Background: an optimization exercise with open tools, aiming at small area and a short achievable clock period. Do not read the settings as production practice.
No run shown here included a check of the RTL's function; only the layout flow was run.

==> flow/design.v (outline; a module is shown in full before it is edited, if it fits) <==
// module mul_R: 519 lines
// module mul_G: 531 lines
// module mul_B: 594 lines
// module mul_R_ct: 45 lines
// module mul_R_ad: 92 lines
// module mul_G_ct: 45 lines
// module mul_G_ad: 92 lines
// module mul_B_ct: 45 lines
// module mul_B_ad: 92 lines
// module a1_ct31: 61 lines
// module a2_ct31: 61 lines
// module add8: 25 lines
// module add24: 89 lines
// module RGBtoGray: 203 lines
module RGBtoGray (r, g, b, valid_in, clk, rst, grayout, valid_out);
  // ...
==> flow/run.sh <==
#!/bin/bash
# synth_recipe.tcl (not shown) runs the flow's synth.tcl, then flattens the netlist and writes it again
# the make line also repeats each setting of config.mk as NAME=value (left out here)
make -C /OpenROAD-flow-scripts/flow DESIGN_CONFIG=/design/flow/config.mk WORK_HOME=/design/flow/orfs CLKGATE_MAP_FILE= SYNTH_SCRIPT=/design/flow/synth_recipe.tcl finish
==> flow/config.mk <==
export PLATFORM = sky130hd
export DESIGN_NAME = RGBtoGray
export DESIGN_NICKNAME = RGBtoGray
export VERILOG_FILES = /design/flow/design.v
export SDC_FILE = /design/flow/constraint.sdc
export NUM_CORES = 4
export LEC_CHECK = 0
export ABC_AREA = 1
export CAP_MARGIN = 20
export CORE_MARGIN = 2
export CORE_UTILIZATION = 40
export PLACE_DENSITY = 0.6
export SLEW_MARGIN = 20
==> flow/constraint.sdc <==
create_clock -name core_clock -period 12.0 [get_ports {clk}]
set_input_delay 2.4000 -clock core_clock [delete_from_list [all_inputs] [get_ports {clk}]]
set_output_delay 2.4000 -clock core_clock [all_outputs]
set_load 0.01 [all_outputs]
==> notes.md, run 1 <==
routing usage on met2=about 33%; highest achievable clock rate=about 130 MHz; Top class by area=multi-input gates; HPWL Detailed=76,500 um; mean number of vias per cell=between 4 and 5; delay of the slowest critical-path stage=between 600 and 700 ps; first-pass GRT wire length=152,800 um; crit-path max FO=7; Ant. Diodes=0; prevailing post-synth register cell=dfxtp_1; total setup buffers inserted after CTS=0; highest-count cells in the layout ignoring fill and taps=nand2_1, inv_1, fa_1; Taps Inserted=1,243; Non-Clock Buffer Area Fraction=3.385%; run status=no timing/DRC/antenna violations; total number of cells along the worst setup path=27; final standard cell count with taps included and fillers excluded=about 6,000; routed metal-1 wirelength=44,210 um; Min Hold Slack=approximately 330 ps; ratio of cells with drive above 1 in the final layout=about 4.3%; most common library cell in the layout ignoring fill and taps=nand2_1; global-route congestion overflow total=0; Clock Tree Root=clkbuf_16; combinational family with the most area after synthesis=adder cells; Sink Count=between 400 and 500; final critical-path setup slack=4576 ps; count of input and output buffers=around 130; post-synthesis cell type with the largest combined area=fa_1; fraction of the mapped netlist area in compound gates=about 7.3%; Hold Path Sink=eB2_q3[1]; Worst Reg2Reg Path Length in Cells=27; syn nets=between 5,000 and 6,000; number of enable flip-flop cells after synthesis=0; met3 track demand over resource in global routing=between 3 and 4%; top cells by count, synth=nand2_1, inv_1, fa_1; total of cells resized after clock tree synthesis=0
==> run 2, diff against run 1 <==
--- a/flow/config.mk
+++ b/flow/config.mk
@@ -12,2 +12,3 @@
 export PLACE_DENSITY = 0.6
+export SETUP_SLACK_MARGIN = 5
 export SLEW_MARGIN = 20
==> run 2 against run 1 <==
Compared with the run above: hold slack about the same; flip-flop and latch count unchanged; cell count increased by 1.0%.
==> notes.md, run 2 <==
clock transition at the registers of the reported paths=60 ps (was 70 ps); highest achievable clock rate=152.1 MHz (was 134.7 MHz); Worst setup SP type=register (unchanged); mean number of vias per cell=4.787 (was 4.793); final critical-path setup slack=5427 ps (was 4576 ps); Fin Setup TNS=0 ps (unchanged); Num CTS Buffers=48 (unchanged); HPWL Detailed=76,500 um (unchanged); pin count of the biggest net entering global routing=88 (unchanged); Ant. Diodes=0 (unchanged); most common library cell in the layout ignoring fill and taps=nand2_1 (unchanged); Distinct cells, synth=66 (unchanged); Slew HR=38.15% (was 27.65%); synthesized instance count=4,503 (unchanged); GRT Overall Usage=20.17% (was 20.16%); count of fill cells added during filler insertion=9,108 (was 9,178); routed metal-1 wirelength=44,340 um (was 44,210 um); placement row count=111 (unchanged); top area cells in the synthesized netlist=fa_1, dfxtp_1, ha_1 (unchanged); transition time at the pin with the least slew margin=927.7 ps (was 1085 ps); deepest clock path buffer count=3 (unchanged); origin of the worst min-delay path=eB2_q2[1] (unchanged); global-route congestion overflow total=0 (unchanged); total detailed-routing wirelength=93,550 um (was 92,970 um); Die Outline Area=95,660 um^2 (unchanged); startpoint-to-endpoint class of the critical path=register to register (unchanged); Met3 Wirelength=4778 um (was 4776 um); NumNets Final=5,576 (was 5,515); crit-path max FO=6 (was 7); share of flip-flops with an asynchronous set or reset=0% (unchanged); highest routed metal layer=met4 (unchanged); layout-stage area growth over the synthesis result=12.95% (was 11.05%); number of vias after detailed routing=28,340 (was 28,090); highest-count cells in the layout ignoring fill and taps=nand2_1, inv_1, fa_1 (unchanged); ratio of cells with drive above 1 in the final layout=7.033% (was 4.332%); DRC violation total after the first TritonRoute iteration=1,822 (was 1,723); Tmin final=6573 ps (was 7424 ps); remaining antenna violation count=0 (unchanged); Final Max Slew Viols=0 (unchanged); arrival time worst endpoint=7110 ps (was 7960 ps); antenna violations before repair=0 (unchanged); final clock period utilization by the worst path=54.77% (was 61.86%); Initial Utilization=40.49% (unchanged); drt wl/cell=15.80 um (was 15.86 um); placer's final routability congestion estimate=0.9197 (unchanged); post-synthesis cell type with the largest combined area=fa_1 (unchanged); hold violation count in the final report=0 (unchanged); die height=309.3 um (unchanged); Die W=309.3 um (unchanged); count of input and output buffers=131 (unchanged); max-cap viol count=0 (unchanged); first-pass detailed-route iteration total=9 (was 5); final core utilization=45.73% (was 44.96%); timing startpoint of the critical path=b_q1[17] (was b_q1[19]); hold crit path type=register to register (unchanged); prevailing post-synth register cell=dfxtp_1 (unchanged); # IOs=132 (unchanged); setup repair after global routing missed its margin=no (unchanged); sequential area share after synthesis=21.59% (unchanged); total of flip-flops plus latches after synthesis=402 (unchanged); netlist area before placement=37,280 um^2 (unchanged); first-pass GRT wire length=152,800 um (about the same); required time reported for the critical path endpoint=12,530 ps (was 12,540 ps); Clock Tree Root=clkbuf_16 (unchanged); reg-to-reg startpoint=b_q1[17] (was b_q1[19]); H-tree depth=2 (unchanged); cell with the most instances after synthesis=nand2_1 (unchanged); DRC violations left=0 (unchanged); Critical Path Sink Type=register (unchanged); clock tree from TritonCTS=done (unchanged); Clock Latency Late Sink=640 ps (about the same); sum of met2 wire segment lengths after detailed routing=42,140 um (was 41,700 um); syn nets=5,439 (unchanged); run status=no timing/DRC/antenna violations (unchanged); Avg Synthesized Cell Area=8.279 um^2 (unchanged); Yosys Warn Count=1 (unchanged); top cells by count, synth=nand2_1, inv_1, fa_1 (unchanged); Post-Route Skew=15.54 ps (was 15.35 ps); Sink Count=402 (unchanged); number of enable flip-flop cells after synthesis=0 (unchanged); area of the placeable core=92,080 um^2 (unchanged); via count of the first global-routing pass=28,770 (was 28,760); # setup viols final=0 (unchanged); Min Hold Slack=325.5 ps (was 325.6 ps); post-placement setup slack=4563 ps (unchanged); share of Yosys cell area claimed by the top area cell type=26.79% (unchanged)
[run 2: cells by family (layout without fill, tap and decap cells)]
family | after synthesis | after routing | synth area share [%]
DFF | 402 | 402 | 21.59
buffers and inverters | 942 | 1116 | 9.934
xor gates and xnor gates | 140 | 141 | 3.339
and+or+nand+nor | 1695 | 1695 | 19.52
muxes | 8 | 8 | 0.2215
adders and majority gates | 837 | 837 | 38.14
AOI/OAI and AO/OA | 479 | 479 | 7.262
[run 2: final cells by class]
cell class                      count  area [um^2]  area share [%]
Clock buffer                       60         1316           3.126
Clock inverter                     28        427.9           1.016
Inverter                          825         3172           7.532
Multi-Input combinational cell   3160        25640           60.90
Sequential cell                   402         8132           19.31
Tap cell                         1243         1555           3.693
Timing Repair Buffer              203         1864           4.427
[run 2: final timing paths]
path	to	slack, ps	cells after the start
max	fB2_q2[17]	5430	27
min	eB2_q3[1]	330	0
max reg2reg	fB2_q2[17]	5430	27
min reg2reg	eB2_q3[1]	330	0
[run 2: worst max-delay path, cell delays in order (launching register included)]
cell	delay, ps
dfxtp_4	380
clkinvlp_4	140
fa_1	540
fa_1	410
fa_1	500
fa_1	500
fa_1	490
inv_1	40
ha_1	290
nand3_1	90
nor3_1	50
a221o_1	340
fa_1	390
fa_1	420
nand3_1	100
nand2_1	100
nand3_1	100
nand2_1	80
a21o_1	190
nand2_1	60
nand2_1	110
a21boi_2	230
o21ai_1	150
fa_2	380
xnor2_2	160
a21oi_1	80
o21ai_0	90
inv_1	60
[run 2: what timing repair did]
action | CTS | global route
endpoints found under the setup margin | 20 | 50
hold buffers | 0 | 0
buffers inserted | 3 | 57
pin swaps | 0 | 2
resized for setup | 19 | 75
gates cloned | 0 | 1
[run 2: routing by layer]
layer	global-route usage (%)	vias to the layer above
met5	0	-
met4	5.362	0
met3	3.217	119
met2	32.56	611
met1	28.11	13310
li1	-	14300
[run 2: through the flow]
stage / std cells / cell area (um^2)
3_3_place_gp: 5772 / 39660
3_5_place_dp: 5772 / 39660
5_1_grt: 5921 / 42110
6_report: 5921 / 42110
2_1_floorplan: 4503 / 37280
4_1_cts: 5863 / 41460
==> module RGBtoGray, before the edit <==
module RGBtoGray (r, g, b, valid_in, clk, rst, grayout, valid_out);
  input [31:0] r, g, b;
  input valid_in, clk, rst;
  output [31:0] grayout;
  output valid_out;
  reg [31:0] r_q1;
  always @(posedge clk) r_q1 <= r;
  reg [31:0] g_q1;
  always @(posedge clk) g_q1 <= g;
  reg [31:0] b_q1;
  always @(posedge clk) b_q1 <= b;
  wire [24:0] pR;
  mul_R umR(.f(r_q1[22:0]), .p(pR));
  wire hR = (r_q1[22:0] >= 23'd5639165);
  wire [7:0] eR = r_q1[30:23] + 8'd254 + {7'd0, hR};
  wire [22:0] fR = hR ? pR[23:1] : pR[22:0];
  wire [0:0] sR = r_q1[31];
  wire [0:0] ziR = (r_q1[30:23] == 8'd0);
  wire [24:0] pG;
  mul_G umG(.f(g_q1[22:0]), .p(pG));
  wire hG = (g_q1[22:0] >= 23'd5902036);
  wire [7:0] eG = g_q1[30:23] + 8'd255 + {7'd0, hG};
  wire [22:0] fG = hG ? pG[23:1] : pG[22:0];
  wire [0:0] sG = g_q1[31];
  wire [0:0] ziG = (g_q1[30:23] == 8'd0);
  wire [24:0] pB;
  mul_B umB(.f(b_q1[22:0]), .p(pB));
  wire hB = (b_q1[22:0] >= 23'd809428);
  wire [7:0] eB = b_q1[30:23] + 8'd252 + {7'd0, hB};
  wire [22:0] fB = hB ? pB[23:1] : pB[22:0];
  wire [0:0] sB = b_q1[31];
  wire [0:0] ziB = (b_q1[30:23] == 8'd0);
  wire [0:0] zR = ziR | (eR == 8'd0);
  wire [0:0] zG = ziG | (eG == 8'd0);
  wire [0:0] sB2 = ziB ? 1'b0 : sB;
  wire [7:0] eB2 = ziB ? 8'd0 : eB;
  wire [22:0] fB2 = ziB ? 23'd0 : fB;
  wire [0:0] zB = ziB | (eB == 8'd0);
  reg [0:0] sR_q2;
  always @(posedge clk) sR_q2 <= sR;
  reg [7:0] eR_q2;
  always @(posedge clk) eR_q2 <= eR;
  reg [22:0] fR_q2;
  always @(posedge clk) fR_q2 <= fR;
  reg [0:0] zR_q2;
  always @(posedge clk) zR_q2 <= zR;
  reg [0:0] sG_q2;
  always @(posedge clk) sG_q2 <= sG;
  reg [7:0] eG_q2;
  always @(posedge clk) eG_q2 <= eG;
  reg [22:0] fG_q2;
  always @(posedge clk) fG_q2 <= fG;
  reg [0:0] zG_q2;
  always @(posedge clk) zG_q2 <= zG;
  reg [0:0] sB2_q2;
  always @(posedge clk) sB2_q2 <= sB2;
  reg [7:0] eB2_q2;
  always @(posedge clk) eB2_q2 <= eB2;
  reg [22:0] fB2_q2;
  always @(posedge clk) fB2_q2 <= fB2;
  reg [0:0] zB_q2;
  always @(posedge clk) zB_q2 <= zB;
  wire a1_cmpc;
  a1_ct31 a1_ucmp(.a({eG_q2, fG_q2}), .b(~{eR_q2, fR_q2}), .ci(1'b1), .co(a1_cmpc));
  wire [0:0] a1_ybig = ~zR_q2 & (zG_q2 | ~a1_cmpc);
  wire [7:0] a1_dxy, a1_dyx; wire a1_cxy, a1_cyx;
  add8 a1_usxy(.a(eG_q2), .b(~eR_q2), .ci(1'b1), .s(a1_dxy), .co(a1_cxy));
  add8 a1_usyx(.a(eR_q2), .b(~eG_q2), .ci(1'b1), .s(a1_dyx), .co(a1_cyx));
  wire [7:0] a1_d = ~a1_cxy ? a1_dyx : a1_dxy;
  wire [7:0] a1_el = a1_ybig ? eR_q2 : eG_q2;
  wire [22:0] a1_fl = a1_ybig ? fR_q2 : fG_q2;
  wire [22:0] a1_fs = a1_ybig ? fG_q2 : fR_q2;
  wire [0:0] a1_sl = a1_ybig ? sR_q2 : sG_q2;
  wire [0:0] a1_sub = sG_q2 ^ sR_q2;
  wire [0:0] a1_zxy = zG_q2 & zR_q2;
  wire [0:0] a1_nz = ~zG_q2 & ~zR_q2;
  wire [0:0] a1_kill = zG_q2 | zR_q2 | (a1_d[7:5] != 3'd0) | (a1_d[4:3] == 2'b11);
  wire [23:0] a1_a0 = {1'b1, a1_fs};
  wire [23:0] a1_a1 = a1_d[0] ? {1'b0, a1_a0[23:1]} : a1_a0;
  wire [23:0] a1_a2 = a1_d[1] ? {2'b0, a1_a1[23:2]} : a1_a1;
  wire [23:0] a1_a3 = a1_d[2] ? {4'b0, a1_a2[23:4]} : a1_a2;
  wire [23:0] a1_a4 = a1_d[3] ? {8'b0, a1_a3[23:8]} : a1_a3;
  wire [23:0] a1_a5 = a1_d[4] ? {16'b0, a1_a4[23:16]} : a1_a4;
  wire [23:0] a1_ms = a1_kill ? 24'd0 : a1_a5;
  wire [23:0] a1_ma; wire a1_mc;
  add24 a1_uadd(.a({1'b1, a1_fl}), .b(a1_ms ^ {24{a1_sub}}), .ci(a1_sub), .s(a1_ma), .co(a1_mc));
  wire [24:0] a1_m = {a1_mc & ~a1_sub, a1_ma};
  reg [7:0] a1_el_q3;
  always @(posedge clk) a1_el_q3 <= a1_el;
  reg [24:0] a1_m_q3;
  always @(posedge clk) a1_m_q3 <= a1_m;
  reg [0:0] a1_sl_q3;
  always @(posedge clk) a1_sl_q3 <= a1_sl;
  reg [0:0] a1_zxy_q3;
  always @(posedge clk) a1_zxy_q3 <= a1_zxy;
  reg [0:0] a1_nz_q3;
  always @(posedge clk) a1_nz_q3 <= a1_nz;
  reg [0:0] sB2_q3;
  always @(posedge clk) sB2_q3 <= sB2_q2;
  reg [7:0] eB2_q3;
  always @(posedge clk) eB2_q3 <= eB2_q2;
  reg [22:0] fB2_q3;
  always @(posedge clk) fB2_q3 <= fB2_q2;
  reg [0:0] zB_q3;
  always @(posedge clk) zB_q3 <= zB_q2;
  wire [23:0] a1_n0 = a1_m_q3[23:0];
  wire a1_z16 = (a1_n0[23:8] == 16'd0);
  wire [23:0] a1_n1 = a1_z16 ? {a1_n0[7:0], 16'd0} : a1_n0;
  wire a1_z8 = (a1_n1[23:16] == 8'd0);
  wire [23:0] a1_n2 = a1_z8 ? {a1_n1[15:0], 8'd0} : a1_n1;
  wire a1_z4 = (a1_n2[23:20] == 4'd0);
  wire [23:0] a1_n3 = a1_z4 ? {a1_n2[19:0], 4'd0} : a1_n2;
  wire a1_z2 = (a1_n3[23:22] == 2'd0);
  wire [23:0] a1_n4 = a1_z2 ? {a1_n3[21:0], 2'd0} : a1_n3;
  wire a1_z1 = ~a1_n4[23];
  wire [23:0] a1_n5 = a1_z1 ? {a1_n4[22:0], 1'b0} : a1_n4;
  wire [0:0] a1_mz = ~a1_m_q3[24] & ~a1_n4[23] & ~a1_n4[22];
  wire [22:0] a1_fo = a1_m_q3[24] ? a1_m_q3[23:1] : a1_n5[22:0];
  wire [7:0] a1_lzn = a1_m_q3[24] ? 8'd0 : {3'b111, ~a1_z16, ~a1_z8, ~a1_z4, ~a1_z2, ~a1_z1};
  wire [7:0] a1_eadd; wire a1_eco;
  add8 a1_uexp(.a(a1_el_q3), .b(a1_lzn), .ci(1'b1), .s(a1_eadd), .co(a1_eco));
  wire [7:0] a1_eo = a1_mz ? 8'd0 : a1_eadd;
  wire [0:0] a1_so = a1_mz ? 1'b0 : a1_sl_q3;
  wire [22:0] a1_fo2 = a1_fo;
  wire [0:0] a1_zo = a1_zxy_q3 | (a1_nz_q3 & (a1_eo == 8'd0));
  reg [0:0] a1_so_q4;
  always @(posedge clk) a1_so_q4 <= a1_so;
  reg [7:0] a1_eo_q4;
  always @(posedge clk) a1_eo_q4 <= a1_eo;
  reg [22:0] a1_fo2_q4;
  always @(posedge clk) a1_fo2_q4 <= a1_fo2;
  reg [0:0] a1_zo_q4;
  always @(posedge clk) a1_zo_q4 <= a1_zo;
  reg [0:0] sB2_q4;
  always @(posedge clk) sB2_q4 <= sB2_q3;
  reg [7:0] eB2_q4;
  always @(posedge clk) eB2_q4 <= eB2_q3;
  reg [22:0] fB2_q4;
  always @(posedge clk) fB2_q4 <= fB2_q3;
  reg [0:0] zB_q4;
  always @(posedge clk) zB_q4 <= zB_q3;
  wire a2_cmpc;
  a2_ct31 a2_ucmp(.a({eB2_q4, fB2_q4}), .b(~{a1_eo_q4, a1_fo2_q4}), .ci(1'b1), .co(a2_cmpc));
  wire [0:0] a2_ybig = ~a1_zo_q4 & (zB_q4 | ~a2_cmpc);
  wire [7:0] a2_dxy, a2_dyx; wire a2_cxy, a2_cyx;
  add8 a2_usxy(.a(eB2_q4), .b(~a1_eo_q4), .ci(1'b1), .s(a2_dxy), .co(a2_cxy));
  add8 a2_usyx(.a(a1_eo_q4), .b(~eB2_q4), .ci(1'b1), .s(a2_dyx), .co(a2_cyx));
  wire [7:0] a2_d = ~a2_cxy ? a2_dyx : a2_dxy;
  wire [7:0] a2_el = a2_ybig ? a1_eo_q4 : eB2_q4;
  wire [22:0] a2_fl = a2_ybig ? a1_fo2_q4 : fB2_q4;
  wire [22:0] a2_fs = a2_ybig ? fB2_q4 : a1_fo2_q4;
  wire [0:0] a2_sl = a2_ybig ? a1_so_q4 : sB2_q4;
  wire [0:0] a2_sub = sB2_q4 ^ a1_so_q4;
  wire [0:0] a2_zxy = zB_q4 & a1_zo_q4;
  wire [0:0] a2_nz = ~zB_q4 & ~a1_zo_q4;
  wire [0:0] a2_kill = zB_q4 | a1_zo_q4 | (a2_d[7:5] != 3'd0) | (a2_d[4:3] == 2'b11);
  wire [23:0] a2_a0 = {1'b1, a2_fs};
  wire [23:0] a2_a1 = a2_d[0] ? {1'b0, a2_a0[23:1]} : a2_a0;
  wire [23:0] a2_a2 = a2_d[1] ? {2'b0, a2_a1[23:2]} : a2_a1;
  wire [23:0] a2_a3 = a2_d[2] ? {4'b0, a2_a2[23:4]} : a2_a2;
  wire [23:0] a2_a4 = a2_d[3] ? {8'b0, a2_a3[23:8]} : a2_a3;
  wire [23:0] a2_a5 = a2_d[4] ? {16'b0, a2_a4[23:16]} : a2_a4;
  wire [23:0] a2_ms = a2_kill ? 24'd0 : a2_a5;
  wire [23:0] a2_ma; wire a2_mc;
  add24 a2_uadd(.a({1'b1, a2_fl}), .b(a2_ms ^ {24{a2_sub}}), .ci(a2_sub), .s(a2_ma), .co(a2_mc));
  wire [24:0] a2_m = {a2_mc & ~a2_sub, a2_ma};
  reg [7:0] a2_el_q5;
  always @(posedge clk) a2_el_q5 <= a2_el;
  reg [24:0] a2_m_q5;
  always @(posedge clk) a2_m_q5 <= a2_m;
  reg [0:0] a2_sl_q5;
  always @(posedge clk) a2_sl_q5 <= a2_sl;
  reg [0:0] a2_zxy_q5;
  always @(posedge clk) a2_zxy_q5 <= a2_zxy;
  reg [0:0] a2_nz_q5;
  always @(posedge clk) a2_nz_q5 <= a2_nz;
  wire [23:0] a2_n0 = a2_m_q5[23:0];
  wire a2_z16 = (a2_n0[23:8] == 16'd0);
  wire [23:0] a2_n1 = a2_z16 ? {a2_n0[7:0], 16'd0} : a2_n0;
  wire a2_z8 = (a2_n1[23:16] == 8'd0);
  wire [23:0] a2_n2 = a2_z8 ? {a2_n1[15:0], 8'd0} : a2_n1;
  wire a2_z4 = (a2_n2[23:20] == 4'd0);
  wire [23:0] a2_n3 = a2_z4 ? {a2_n2[19:0], 4'd0} : a2_n2;
  wire a2_z2 = (a2_n3[23:22] == 2'd0);
  wire [23:0] a2_n4 = a2_z2 ? {a2_n3[21:0], 2'd0} : a2_n3;
  wire a2_z1 = ~a2_n4[23];
  wire [23:0] a2_n5 = a2_z1 ? {a2_n4[22:0], 1'b0} : a2_n4;
  wire [0:0] a2_mz = ~a2_m_q5[24] & ~a2_n4[23] & ~a2_n4[22];
  wire [22:0] a2_fo = a2_m_q5[24] ? a2_m_q5[23:1] : a2_n5[22:0];
  wire [7:0] a2_lzn = a2_m_q5[24] ? 8'd0 : {3'b111, ~a2_z16, ~a2_z8, ~a2_z4, ~a2_z2, ~a2_z1};
  wire [7:0] a2_eadd; wire a2_eco;
  add8 a2_uexp(.a(a2_el_q5), .b(a2_lzn), .ci(1'b1), .s(a2_eadd), .co(a2_eco));
  wire [7:0] a2_eo = a2_mz ? 8'd0 : a2_eadd;
  wire [0:0] a2_so = a2_mz ? 1'b0 : a2_sl_q5;
  wire [22:0] a2_fo2 = a2_fo;
  wire [31:0] gout = {a2_so, a2_eo, a2_fo2};
  reg [31:0] gout_q6;
  always @(posedge clk) gout_q6 <= gout;
  assign grayout = gout_q6;
  reg [5:0] vp;
  always @(posedge clk) vp <= rst ? 6'd0 : {vp[4:0], valid_in};
  assign valid_out = vp[5];
endmodule
==> run 3, diff against run 2 <==
--- a/flow/design.v
+++ b/flow/design.v
@@ -2375,11 +2375,12 @@
   wire [23:0] a1_ms = a1_kill ? 24'd0 : a1_a5;
-  wire [23:0] a1_ma; wire a1_mc;
-  add24 a1_uadd(.a({1'b1, a1_fl}), .b(a1_ms ^ {24{a1_sub}}), .ci(a1_sub), .s(a1_ma), .co(a1_mc));
-  wire [24:0] a1_m = {a1_mc & ~a1_sub, a1_ma};
   reg [7:0] a1_el_q3;
   always @(posedge clk) a1_el_q3 <= a1_el;
-  reg [24:0] a1_m_q3;
-  always @(posedge clk) a1_m_q3 <= a1_m;
+  reg [22:0] a1_fl_q3;
+  always @(posedge clk) a1_fl_q3 <= a1_fl;
+  reg [23:0] a1_ms_q3;
+  always @(posedge clk) a1_ms_q3 <= a1_ms;
   reg [0:0] a1_sl_q3;
   always @(posedge clk) a1_sl_q3 <= a1_sl;
+  reg [0:0] a1_sub_q3;
+  always @(posedge clk) a1_sub_q3 <= a1_sub;
   reg [0:0] a1_zxy_q3;
@@ -2396,3 +2397,6 @@
   always @(posedge clk) zB_q3 <= zB_q2;
-  wire [23:0] a1_n0 = a1_m_q3[23:0];
+  wire [23:0] a1_ma; wire a1_mc;
+  add24 a1_uadd(.a({1'b1, a1_fl_q3}), .b(a1_ms_q3 ^ {24{a1_sub_q3}}), .ci(a1_sub_q3), .s(a1_ma), .co(a1_mc));
+  wire [24:0] a1_m = {a1_mc & ~a1_sub_q3, a1_ma};
+  wire [23:0] a1_n0 = a1_m[23:0];
   wire a1_z16 = (a1_n0[23:8] == 16'd0);
@@ -2407,19 +2411,19 @@
   wire [23:0] a1_n5 = a1_z1 ? {a1_n4[22:0], 1'b0} : a1_n4;
-  wire [0:0] a1_mz = ~a1_m_q3[24] & ~a1_n4[23] & ~a1_n4[22];
-  wire [22:0] a1_fo = a1_m_q3[24] ? a1_m_q3[23:1] : a1_n5[22:0];
-  wire [7:0] a1_lzn = a1_m_q3[24] ? 8'd0 : {3'b111, ~a1_z16, ~a1_z8, ~a1_z4, ~a1_z2, ~a1_z1};
-  wire [7:0] a1_eadd; wire a1_eco;
-  add8 a1_uexp(.a(a1_el_q3), .b(a1_lzn), .ci(1'b1), .s(a1_eadd), .co(a1_eco));
-  wire [7:0] a1_eo = a1_mz ? 8'd0 : a1_eadd;
-  wire [0:0] a1_so = a1_mz ? 1'b0 : a1_sl_q3;
-  wire [22:0] a1_fo2 = a1_fo;
-  wire [0:0] a1_zo = a1_zxy_q3 | (a1_nz_q3 & (a1_eo == 8'd0));
-  reg [0:0] a1_so_q4;
-  always @(posedge clk) a1_so_q4 <= a1_so;
-  reg [7:0] a1_eo_q4;
-  always @(posedge clk) a1_eo_q4 <= a1_eo;
-  reg [22:0] a1_fo2_q4;
-  always @(posedge clk) a1_fo2_q4 <= a1_fo2;
-  reg [0:0] a1_zo_q4;
-  always @(posedge clk) a1_zo_q4 <= a1_zo;
+  wire [0:0] a1_mz = ~a1_m[24] & ~a1_n4[23] & ~a1_n4[22];
+  wire [22:0] a1_fo = a1_m[24] ? a1_m[23:1] : a1_n5[22:0];
+  wire [7:0] a1_lzn = a1_m[24] ? 8'd0 : {3'b111, ~a1_z16, ~a1_z8, ~a1_z4, ~a1_z2, ~a1_z1};
+  reg [7:0] a1_el_q4;
+  always @(posedge clk) a1_el_q4 <= a1_el_q3;
+  reg [7:0] a1_lzn_q4;
+  always @(posedge clk) a1_lzn_q4 <= a1_lzn;
+  reg [22:0] a1_fo_q4;
+  always @(posedge clk) a1_fo_q4 <= a1_fo;
+  reg [0:0] a1_mz_q4;
+  always @(posedge clk) a1_mz_q4 <= a1_mz;
+  reg [0:0] a1_sl_q4;
+  always @(posedge clk) a1_sl_q4 <= a1_sl_q3;
+  reg [0:0] a1_zxy_q4;
+  always @(posedge clk) a1_zxy_q4 <= a1_zxy_q3;
+  reg [0:0] a1_nz_q4;
+  always @(posedge clk) a1_nz_q4 <= a1_nz_q3;
   reg [0:0] sB2_q4;
@@ -2432,17 +2436,39 @@
   always @(posedge clk) zB_q4 <= zB_q3;
+  wire [7:0] a1_eadd; wire a1_eco;
+  add8 a1_uexp(.a(a1_el_q4), .b(a1_lzn_q4), .ci(1'b1), .s(a1_eadd), .co(a1_eco));
+  wire [7:0] a1_eo = a1_mz_q4 ? 8'd0 : a1_eadd;
+  wire [0:0] a1_so = a1_mz_q4 ? 1'b0 : a1_sl_q4;
+  wire [22:0] a1_fo2 = a1_fo_q4;
+  wire [0:0] a1_zo = a1_zxy_q4 | (a1_nz_q4 & (a1_eo == 8'd0));
+  reg [0:0] a1_so_q5;
+  always @(posedge clk) a1_so_q5 <= a1_so;
+  reg [7:0] a1_eo_q5;
+  always @(posedge clk) a1_eo_q5 <= a1_eo;
+  reg [22:0] a1_fo2_q5;
+  always @(posedge clk) a1_fo2_q5 <= a1_fo2;
+  reg [0:0] a1_zo_q5;
+  always @(posedge clk) a1_zo_q5 <= a1_zo;
+  reg [0:0] sB2_q5;
+  always @(posedge clk) sB2_q5 <= sB2_q4;
+  reg [7:0] eB2_q5;
+  always @(posedge clk) eB2_q5 <= eB2_q4;
+  reg [22:0] fB2_q5;
+  always @(posedge clk) fB2_q5 <= fB2_q4;
+  reg [0:0] zB_q5;
+  always @(posedge clk) zB_q5 <= zB_q4;
   wire a2_cmpc;
-  a2_ct31 a2_ucmp(.a({eB2_q4, fB2_q4}), .b(~{a1_eo_q4, a1_fo2_q4}), .ci(1'b1), .co(a2_cmpc));
-  wire [0:0] a2_ybig = ~a1_zo_q4 & (zB_q4 | ~a2_cmpc);
+  a2_ct31 a2_ucmp(.a({eB2_q5, fB2_q5}), .b(~{a1_eo_q5, a1_fo2_q5}), .ci(1'b1), .co(a2_cmpc));
+  wire [0:0] a2_ybig = ~a1_zo_q5 & (zB_q5 | ~a2_cmpc);
   wire [7:0] a2_dxy, a2_dyx; wire a2_cxy, a2_cyx;
-  add8 a2_usxy(.a(eB2_q4), .b(~a1_eo_q4), .ci(1'b1), .s(a2_dxy), .co(a2_cxy));
-  add8 a2_usyx(.a(a1_eo_q4), .b(~eB2_q4), .ci(1'b1), .s(a2_dyx), .co(a2_cyx));
+  add8 a2_usxy(.a(eB2_q5), .b(~a1_eo_q5), .ci(1'b1), .s(a2_dxy), .co(a2_cxy));
+  add8 a2_usyx(.a(a1_eo_q5), .b(~eB2_q5), .ci(1'b1), .s(a2_dyx), .co(a2_cyx));
   wire [7:0] a2_d = ~a2_cxy ? a2_dyx : a2_dxy;
-  wire [7:0] a2_el = a2_ybig ? a1_eo_q4 : eB2_q4;
-  wire [22:0] a2_fl = a2_ybig ? a1_fo2_q4 : fB2_q4;
-  wire [22:0] a2_fs = a2_ybig ? fB2_q4 : a1_fo2_q4;
-  wire [0:0] a2_sl = a2_ybig ? a1_so_q4 : sB2_q4;
-  wire [0:0] a2_sub = sB2_q4 ^ a1_so_q4;
-  wire [0:0] a2_zxy = zB_q4 & a1_zo_q4;
-  wire [0:0] a2_nz = ~zB_q4 & ~a1_zo_q4;
-  wire [0:0] a2_kill = zB_q4 | a1_zo_q4 | (a2_d[7:5] != 3'd0) | (a2_d[4:3] == 2'b11);
+  wire [7:0] a2_el = a2_ybig ? a1_eo_q5 : eB2_q5;
+  wire [22:0] a2_fl = a2_ybig ? a1_fo2_q5 : fB2_q5;
+  wire [22:0] a2_fs = a2_ybig ? fB2_q5 : a1_fo2_q5;
+  wire [0:0] a2_sl = a2_ybig ? a1_so_q5 : sB2_q5;
+  wire [0:0] a2_sub = sB2_q5 ^ a1_so_q5;
+  wire [0:0] a2_zxy = zB_q5 & a1_zo_q5;
+  wire [0:0] a2_nz = ~zB_q5 & ~a1_zo_q5;
+  wire [0:0] a2_kill = zB_q5 | a1_zo_q5 | (a2_d[7:5] != 3'd0) | (a2_d[4:3] == 2'b11);
   wire [23:0] a2_a0 = {1'b1, a2_fs};
@@ -2454,16 +2480,20 @@
   wire [23:0] a2_ms = a2_kill ? 24'd0 : a2_a5;
+  reg [7:0] a2_el_q6;
+  always @(posedge clk) a2_el_q6 <= a2_el;
+  reg [22:0] a2_fl_q6;
+  always @(posedge clk) a2_fl_q6 <= a2_fl;
+  reg [23:0] a2_ms_q6;
+  always @(posedge clk) a2_ms_q6 <= a2_ms;
+  reg [0:0] a2_sl_q6;
+  always @(posedge clk) a2_sl_q6 <= a2_sl;
+  reg [0:0] a2_sub_q6;
+  always @(posedge clk) a2_sub_q6 <= a2_sub;
+  reg [0:0] a2_zxy_q6;
+  always @(posedge clk) a2_zxy_q6 <= a2_zxy;
+  reg [0:0] a2_nz_q6;
+  always @(posedge clk) a2_nz_q6 <= a2_nz;
   wire [23:0] a2_ma; wire a2_mc;
-  add24 a2_uadd(.a({1'b1, a2_fl}), .b(a2_ms ^ {24{a2_sub}}), .ci(a2_sub), .s(a2_ma), .co(a2_mc));
-  wire [24:0] a2_m = {a2_mc & ~a2_sub, a2_ma};
-  reg [7:0] a2_el_q5;
-  always @(posedge clk) a2_el_q5 <= a2_el;
-  reg [24:0] a2_m_q5;
-  always @(posedge clk) a2_m_q5 <= a2_m;
-  reg [0:0] a2_sl_q5;
-  always @(posedge clk) a2_sl_q5 <= a2_sl;
-  reg [0:0] a2_zxy_q5;
-  always @(posedge clk) a2_zxy_q5 <= a2_zxy;
-  reg [0:0] a2_nz_q5;
-  always @(posedge clk) a2_nz_q5 <= a2_nz;
-  wire [23:0] a2_n0 = a2_m_q5[23:0];
+  add24 a2_uadd(.a({1'b1, a2_fl_q6}), .b(a2_ms_q6 ^ {24{a2_sub_q6}}), .ci(a2_sub_q6), .s(a2_ma), .co(a2_mc));
+  wire [24:0] a2_m = {a2_mc & ~a2_sub_q6, a2_ma};
+  wire [23:0] a2_n0 = a2_m[23:0];
   wire a2_z16 = (a2_n0[23:8] == 16'd0);
@@ -2478,17 +2508,31 @@
   wire [23:0] a2_n5 = a2_z1 ? {a2_n4[22:0], 1'b0} : a2_n4;
-  wire [0:0] a2_mz = ~a2_m_q5[24] & ~a2_n4[23] & ~a2_n4[22];
-  wire [22:0] a2_fo = a2_m_q5[24] ? a2_m_q5[23:1] : a2_n5[22:0];
-  wire [7:0] a2_lzn = a2_m_q5[24] ? 8'd0 : {3'b111, ~a2_z16, ~a2_z8, ~a2_z4, ~a2_z2, ~a2_z1};
+  wire [0:0] a2_mz = ~a2_m[24] & ~a2_n4[23] & ~a2_n4[22];
+  wire [22:0] a2_fo = a2_m[24] ? a2_m[23:1] : a2_n5[22:0];
+  wire [7:0] a2_lzn = a2_m[24] ? 8'd0 : {3'b111, ~a2_z16, ~a2_z8, ~a2_z4, ~a2_z2, ~a2_z1};
+  reg [7:0] a2_el_q7;
+  always @(posedge clk) a2_el_q7 <= a2_el_q6;
+  reg [7:0] a2_lzn_q7;
+  always @(posedge clk) a2_lzn_q7 <= a2_lzn;
+  reg [22:0] a2_fo_q7;
+  always @(posedge clk) a2_fo_q7 <= a2_fo;
+  reg [0:0] a2_mz_q7;
+  always @(posedge clk) a2_mz_q7 <= a2_mz;
+  reg [0:0] a2_sl_q7;
+  always @(posedge clk) a2_sl_q7 <= a2_sl_q6;
+  reg [0:0] a2_zxy_q7;
+  always @(posedge clk) a2_zxy_q7 <= a2_zxy_q6;
+  reg [0:0] a2_nz_q7;
+  always @(posedge clk) a2_nz_q7 <= a2_nz_q6;
   wire [7:0] a2_eadd; wire a2_eco;
-  add8 a2_uexp(.a(a2_el_q5), .b(a2_lzn), .ci(1'b1), .s(a2_eadd), .co(a2_eco));
-  wire [7:0] a2_eo = a2_mz ? 8'd0 : a2_eadd;
-  wire [0:0] a2_so = a2_mz ? 1'b0 : a2_sl_q5;
-  wire [22:0] a2_fo2 = a2_fo;
+  add8 a2_uexp(.a(a2_el_q7), .b(a2_lzn_q7), .ci(1'b1), .s(a2_eadd), .co(a2_eco));
+  wire [7:0] a2_eo = a2_mz_q7 ? 8'd0 : a2_eadd;
+  wire [0:0] a2_so = a2_mz_q7 ? 1'b0 : a2_sl_q7;
+  wire [22:0] a2_fo2 = a2_fo_q7;
   wire [31:0] gout = {a2_so, a2_eo, a2_fo2};
-  reg [31:0] gout_q6;
-  always @(posedge clk) gout_q6 <= gout;
-  assign grayout = gout_q6;
-  reg [5:0] vp;
-  always @(posedge clk) vp <= rst ? 6'd0 : {vp[4:0], valid_in};
-  assign valid_out = vp[5];
+  reg [31:0] gout_q8;
+  always @(posedge clk) gout_q8 <= gout;
+  assign grayout = gout_q8;
+  reg [7:0] vp;
+  always @(posedge clk) vp <= rst ? 8'd0 : {vp[6:0], valid_in};
+  assign valid_out = vp[7];
 endmodule
--- a/flow/config.mk
+++ b/flow/config.mk
@@ -12,3 +12,2 @@
 export PLACE_DENSITY = 0.6
-export SETUP_SLACK_MARGIN = 5
 export SLEW_MARGIN = 20
==> run 3 against run 2 <==
Compared with the run above: die area up 8.6%; wire length grew 2.1%; hold slack lost 26 ps; area after synthesis grew 8.7%; non-clock buffer count fell by 58; flip-flop and latch count rose by 161; synthesized cell count grew 4.6%; final area increased by 7.9%; critical endpoint unchanged; highest routed layer unchanged.
==> notes.md, run 3 <==
total setup buffers inserted after CTS=0 (was 3); footprint of the flip-flops and latches=11,270 um^2 (was 8132 um^2); H-tree depth=3 (was 2); mux contribution to synthesized area=0.05558% (was 0.2215%); layout-stage area growth over the synthesis result=12.14% (was 12.95%); transition time at the pin with the least slew margin=954.2 ps (was 927.7 ps); number of vias after detailed routing=29,700 (was 28,340); Min Hold Slack=299.1 ps (was 325.5 ps); prevailing post-synth register cell=dfxtp_1 (unchanged); # setup viols final=0 (unchanged); highest achievable clock rate=128.2 MHz (was 152.1 MHz); total of cells resized after clock tree synthesis=0 (was 19); slowest cell on the critical path=dfxtp_1 (was fa_1); Avg Synthesized Cell Area=8.599 um^2 (was 8.279 um^2); remaining antenna violation count=0 (unchanged); Clock Tree Root=clkbuf_16 (unchanged); run status=no timing/DRC/antenna violations (unchanged); top area cells in the synthesized netlist=dfxtp_1, fa_1, ha_1 (was fa_1, dfxtp_1, ha_1); netlist area before placement=40,520 um^2 (was 37,280 um^2); total placed instance area=43,170 um^2 (was 39,660 um^2); share of flip-flops with an asynchronous set or reset=0% (unchanged); Distinct cells, synth=63 (was 66); ratio of cells with drive above 1 in the final layout=4.787% (was 7.033%); clock transition at the registers of the reported paths=60 ps (about the same); share of Yosys cell area claimed by the top area cell type=27.82% (was 26.79%); combinational family with the most area after synthesis=adder cells (unchanged); hold crit path type=register to register (unchanged); total detailed-routing wirelength=95,530 um (was 93,550 um); count of fill cells added during filler insertion=9,839 (was 9,108); routed metal-1 wirelength=45,450 um (was 44,340 um); final clock period utilization by the worst path=65.02% (was 54.77%); hold violation count in the final report=0 (unchanged); area of the placeable core=100,300 um^2 (was 92,080 um^2); antenna violations before repair=2 (was 0); NumNets Final=5,751 (was 5,576); Sink Count=563 (was 402); total of flip-flops plus latches after synthesis=563 (was 402); startpoint-to-endpoint class of the critical path=register to register (unchanged); first-pass GRT wire length=158,500 um (was 152,800 um); Worst setup SP type=register (unchanged); # IOs=132 (unchanged); most frequent CP cell=fa_1 (unchanged); synthesized instance count=4,712 (was 4,503); XOR/XNOR Fraction of Synth Area=3.002% (was 3.339%); global-route congestion overflow total=0 (unchanged); Num CTS Buffers=66 (was 48); number of enable flip-flop cells after synthesis=0 (unchanged); sum of met2 wire segment lengths after detailed routing=43,080 um (was 42,140 um); crit-path max FO=7 (was 6); via count of the first global-routing pass=30,330 (was 28,770); GRT Overall Usage=19.17% (was 20.17%); first-pass detailed-route iteration total=5 (was 9); Die W=322.3 um (was 309.3 um); Clock Latency Late Sink=630 ps (was 640 ps); highest routed metal layer=met4 (unchanged); arrival time worst endpoint=8320 ps (was 7110 ps); fraction of the mapped netlist area in compound gates=6.154% (was 7.262%); top cells by count, synth=nand2_1, inv_1, dfxtp_1 (was nand2_1, inv_1, fa_1); Post-Route Skew=30.76 ps (was 15.54 ps); Slew HR=36.39% (was 38.15%); Tmin final=7803 ps (was 6573 ps); Final Max Slew Viols=0 (unchanged); Fin Setup TNS=0 ps (unchanged); count of hold-fix buffers inserted at cts=0 (unchanged); DRC violations left=0 (unchanged); max-cap viol count=0 (unchanged); mean number of vias per cell=4.771 (was 4.787); syn nets=5,648 (was 5,439); Yosys Warn Count=1 (unchanged); HPWL Detailed=78,670 um (was 76,500 um); drt wl/cell=15.35 um (was 15.80 um); Die Outline Area=103,900 um^2 (was 95,660 um^2); setup repair after global routing missed its margin=no (unchanged); pin count of the biggest net entering global routing=91 (was 88); Critical Path Sink Type=register (unchanged); Layout Cell Area excl Fill=45,430 um^2 (was 42,110 um^2); Met3 Wirelength=4743 um (was 4778 um); cell with the most instances after synthesis=nand2_1 (unchanged); deepest clock path buffer count=3 (unchanged); Simple-Gate Fraction of Synth Area=19.07% (was 19.52%); area share of fa/ha/maj cells after synthesis=35.09% (was 38.14%); highest-count cells in the layout ignoring fill and taps=nand2_1, inv_1, dfxtp_1 (was nand2_1, inv_1, fa_1); DRC violation total after the first TritonRoute iteration=2,216 (was 1,822); required time reported for the critical path endpoint=12,520 ps (was 12,530 ps); most common library cell in the layout ignoring fill and taps=nand2_1 (unchanged); footprint of the multi-input gates=25,700 um^2 (was 25,640 um^2); placer's final routability congestion estimate=0.9371 (was 0.9197); post-synthesis cell type with the largest combined area=dfxtp_1 (was fa_1); die height=322.3 um (was 309.3 um); clock tree from TritonCTS=done (unchanged); sequential area share after synthesis=27.82% (was 21.59%); Initial Utilization=40.40% (was 40.49%); count of input and output buffers=131 (unchanged); placement row count=116 (was 111); delay of the slowest critical-path stage=650 ps (was 540 ps)
[run 3: through the flow]
| step | util (%) | cells | setup slack [ps] |
|---|---|---|---|
| after floorplan | - | 4712 | 4981 |
| after global placement | 43.05 | 6104 | 4257 |
| after detailed placement | 43.05 | 6104 | 4145 |
| after CTS | 45.30 | 6224 | 4118 |
| after global routing | 45.30 | 6224 | 3506 |
| final | 45.30 | 6225 | 4197 |
[run 3: layer usage]
layer	GRT usage, %	vias to the layer above
met3	2.938	128
met1	26.94	14000
met4	5.161	0
li1	-	14880
met5	0	-
met2	30.75	690
[run 3: kinds of logic after synthesis]
group           Yosys count
mux                       2
simple gates           1791
fa+ha+maj               837
flops                   563
buf+inv                 933
xor+xnor                138
compound gates          448
[run 3: worst max-delay path, delay by kind of cell (launching register included)]
kind,cells,cell delay [ps]
AO/OA/AOI/OAI,8,1680
XOR/XNOR,1,200
adder cells (fa/ha/maj),9,3990
buffers and inverters,3,390
flip-flops,1,650
AND/OR/NAND/NOR,10,780
[run 3: final timing paths]
check / start / endpoint / slack, ps / cells after the start
setup / recovery: b_q1[17] / fB2_q2[17] / 4200 / 31
hold / removal: fB2_q4[9] / fB2_q5[9] / 300 / 0
setup reg to reg: b_q1[17] / fB2_q2[17] / 4200 / 31
hold reg to reg: fB2_q4[9] / fB2_q5[9] / 300 / 0
[run 3: area by class of cell]
cell class              count  area share [%]
clock buffers              84           3.938
repair buffers            145           3.117
diodes                      1        0.005508
flip-flops and latches    563           24.81
clock inverters            36           1.035
well taps                1357           3.737
inverters                 823           6.799
multi-input cells        3216           56.56

## static timing again, ports no longer ideal
Ports are ideal in the flow. The routed layouts listed here were re-timed in OpenROAD.
Step 1 assumes that a clkbuf_16 drives the clock port and a buf_2 every other input.
Step 2 times the ports against the registers' clock, not the clock port: input delays grow and output delays shrink by t, the midpoint of the rising clock arrivals with the driver on.
Slacks: ideal ports / drivers / drivers and shift; pairs: ideal ports / drivers.
run	shift t [ns]	slack for setup (ns)	latest minus earliest clock arrival (ns)
run 1	0.696	4.576 / 4.576 / 4.576	0.017 / 0.017
run 2	0.695	5.427 / 5.427 / 5.427	0.017 / 0.016
run 3	0.678	4.197 / 4.197 / 4.197	0.031 / 0.032
After both steps setup and hold are still met in every run listed.
